From an optimization exercise on the open Yosys and OpenROAD flow, aimed at small area; shortcuts taken in it are not production practice.
Power figures rest on the tool's default switching activity, not on a simulated workload.

run A:
==> flow/design.v (excerpt) <==
module switch(rst,clk,write_data_0, write_data_1,dest_0,dest_1,write_req_0, write_req_1,
data_ack_0, data_ack_1, read_data_0, read_data_1,read_data_valid_0, read_data_valid_1,source_add_0, source_add_1,
 configuration_address,configuration_data,configuration_data_valid);
input               rst,clk;
input       [7:0]   write_data_0, write_data_1;
input       [2:0]   dest_0, dest_1;
input               write_req_0, write_req_1;
output reg          data_ack_0, data_ack_1;
output      [7:0]   read_data_0, read_data_1;
output reg          read_data_valid_0, read_data_valid_1;
output reg          source_add_0, source_add_1;
input       [3:0]   configuration_address;
input       [7:0]   configuration_data;
input               configuration_data_valid;
reg [7:0] map;
reg       strict_rount, prioritized;
reg       last_read_out_0, last_read_out_1;
wire fifo_dest_0 = map[dest_0];
wire fifo_dest_1 = map[dest_1];
wire empty_0_0, empty_0_1, empty_1_0, empty_1_1;
wire full_0_0, full_0_1, full_1_0, full_1_1;
wire [7:0] last_0_0, last_0_1, last_1_0, last_1_1;
always @(posedge clk or negedge rst)
	if (!rst) begin
		map          <= 8'b1111_0000;
  ...
clock: 5.0 ns
lec_check: 0
cap_margin: 20
core_margin: 2
core_utilization: 40
cts_buf_list: sky130_fd_sc_hd__clkbuf_8
cts_cluster_size: 30
slew_margin: 20
run.sh (not shown) runs the stock make flow with config.mk's settings and CLKGATE_MAP_FILE= SYNTH_SCRIPT=/design/flow/synth_recipe.tcl, a recipe that flattens the netlist after the stock synthesis.
Edits applied to the flow inputs when going from run A to run B:
- setting ABC_AREA to 1 for the first time
- removing CTS_CLUSTER_SIZE (formerly 30)
- removing CTS_BUF_LIST (formerly sky130_fd_sc_hd__clkbuf_8)
==> flow/flow/run.sh (new file) <==
#!/bin/bash
# Standard ORFS layout with area-oriented tweaks:
#  - clock tree without dummy loads, from small clock buffers
#  - port buffers of the smallest buffer cell
#  - power (and so area) recovery after global routing
export CTS_ARGS="-sink_clustering_enable -repair_clock_nets -dont_use_dummy_load ${CTS_EXTRA:-}"
export BUFFER_PORTS_ARGS="-buffer_cell sky130_fd_sc_hd__buf_1"
export RECOVER_POWER=100
bash standard.sh > standard.log 2>&1
==> flow/standard.sh (new file) <==
#!/bin/bash
# synth_recipe.tcl (not shown) runs the flow's synth.tcl, then flattens the netlist and writes it again
# the make line also repeats each setting of config.mk as NAME=value (left out here)
make -C /OpenROAD-flow-scripts/flow DESIGN_CONFIG=/design/flow/config.mk WORK_HOME=/design/flow/orfs CLKGATE_MAP_FILE= SYNTH_SCRIPT=/design/flow/synth_recipe.tcl "${@:-finish}"
removed: flow/run.sh
- From the logs: run B reached the end of the flow and failed the layout checks with max-capacitance violations, max-slew violations.
- [compare] base=run A new=run B: clock network contribution to total cell area saw a decrease; fraction of area in multi-input gates saw an increase.
- Re number of resized instances in the post-cts repair step: no difference whatsoever between run B and run A.
- On setup slack after layout: run B sits above run A.
- Compared with run A, post-synth design cell area in run B increased by a little under 10%.
- Run B ended up with FIFO_IN1_OUT1.cnt[1] as its critical path startpoint; run A ended up with FIFO_IN0_OUT0.cnt[1].
- A peak-usage layer in the global routing report of met1 is what run A shows, while met2 belongs to run B.
- Compared with run A, in run B via count of the first global-routing pass climbed about 37%; pin count of the biggest net entering global routing climbed about 30%.
--- input diff run B..run C ---
- ABC_AREA no longer set, was 1
-- flow/flow/run.sh --
<<< run B, line 8
export RECOVER_POWER=100
>>> run C, line 8
#export RECOVER_POWER=100
### Flow results
- Comparing run C against run B, there is no change at all in number of port buffers.
- Summary — non-clock buffer count, run C relative to run B: higher, by 2.
- Summary of run C over run B: number of antenna cells inserted higher, area of the core region shrank by 8.7%, final cell count went down 38%, die footprint went down.
- Run C reached the final stage; the timing, DRC and antenna checks on its layout passed.
- Measured against each other, run B and run C differ in worst slack at placement, the higher figure coming from run B.
- Time the final worst path needs with I/O delays and setup for run C: 0.22 ns up relative to run B
- Run B → run C: growth of design area from synthesis to finish now larger, number of max-slew violations in the final report now smaller, met3 track demand over resource in global routing now larger.
Modified inputs, run D compared to run C
==> flow/run.sh (new file) <==
#!/bin/bash
# synth_recipe.tcl (not shown) runs the flow's synth.tcl, then flattens the netlist and writes it again
# the make line also repeats each setting of config.mk as NAME=value (left out here)
make -C /OpenROAD-flow-scripts/flow DESIGN_CONFIG=/design/flow/config.mk WORK_HOME=/design/flow/orfs CLKGATE_MAP_FILE= SYNTH_SCRIPT=/design/flow/synth_recipe.tcl finish
removed: flow/flow/run.sh
removed: flow/standard.sh
Results
Re sequential share of layout area: run C was higher than run D. There was hardly any difference in global-route usage between run C and run D. Run C -> run D: number of iterations in the first detailed-routing pass delta 0, exact match. Relative to run C, the power per cell area measured on run D has increased by a few percent. On run D: clock network power share is 3.4 points higher than what run C gave.
Input-level comparison between run E and run D:
==> flow/flow/run.sh (new file) <==
#!/bin/bash
# Standard ORFS layout with area-oriented tweaks:
#  - clock tree without dummy loads, from small clock buffers
#  - port buffers of the smallest buffer cell
#  - power (and so area) recovery after global routing
export CTS_ARGS="-sink_clustering_enable -repair_clock_nets -dont_use_dummy_load ${CTS_EXTRA:-}"
export BUFFER_PORTS_ARGS="-buffer_cell sky130_fd_sc_hd__buf_1"
export RECOVER_POWER=100
bash standard.sh > standard.log 2>&1
==> flow/standard.sh (new file) <==
#!/bin/bash
# synth_recipe.tcl (not shown) runs the flow's synth.tcl, then flattens the netlist and writes it again
# the make line also repeats each setting of config.mk as NAME=value (left out here)
make -C /OpenROAD-flow-scripts/flow DESIGN_CONFIG=/design/flow/config.mk WORK_HOME=/design/flow/orfs CLKGATE_MAP_FILE= SYNTH_SCRIPT=/design/flow/synth_recipe.tcl "${@:-finish}"
removed: flow/run.sh
==> comparison <==
No crash in run E: every stage finished, but the layout fails its final checks due to max-capacitance violations, max-slew violations. Worst-case reg-to-reg path depth: run E lower than run D. Diff run D -> run E | final area | decrease of 920 sq um. Going from run D to run E, the proportion of power drawn by the clock network was found to have gone down by 3.4 points. Min maximum resistive drop on vdd across run E and run D: run E. Run E vs. run D: shortest period the worst path allows dropped 0.15 ns, total power decreased by 6.8% relative to the old numbers, final worst-path cycle share went down 3.0 points, antenna cell count up 1. Run E ends up with a wire length of the first global-routing pass that is 0.92% lower than in run D. Run E gives less core utilization than run D did. Of run E and run D, it is run E that has the higher register share of the cell area.
No run of this note included a check of the RTL's function; only the layout flow was run.

-- port drivers added, routing unchanged --
No port has a modelled driver above. Below, the same layouts with a new extraction and two added sets of constraints. Step 1 (the two cells are an assumption about what drives the block):
set clk [get_ports {clk}]
set_driving_cell -lib_cell sky130_fd_sc_hd__clkbuf_16 $clk
set_driving_cell -lib_cell sky130_fd_sc_hd__buf_2 [delete_from_list [all_inputs] $clk]
Step 2 also shifts input and output timing later by t, the mid clock arrival at the registers, as if the neighbouring blocks saw the same clock. a / b / c = ideal ports / drivers / drivers and shift; a / b = the first two.
| run | shift t [ns] | setup WS [ns] | worst setup path at the end | slew at the worst register clock pin (ns) | worst data-port slew with drivers (ns) |
|---|---|---|---|---|---|
| run A | 0.691 | 0.348 / 0.298 / 0.838 | input to register | 0.06 / 0.06 | 0.09 |
| run B | 0.639 | 0.867 / 0.811 / 0.258 | input to register | 0.06 / 0.06 | 0.07 |
| run C | 0.615 | 0.643 / 0.589 / 1.145 | input to register | 0.06 / 0.06 | 0.11 |
| run D | 0.643 | 0.355 / 0.304 / 0.854 | input to register | 0.06 / 0.06 | 0.08 |
| run E | 0.616 | 0.507 / 0.453 / 0.164 | input to register | 0.06 / 0.06 | 0.11 |
For run B, which loses most, drivers alone change the setup slack by -0.056 ns; drivers and shift together by -0.609 ns.
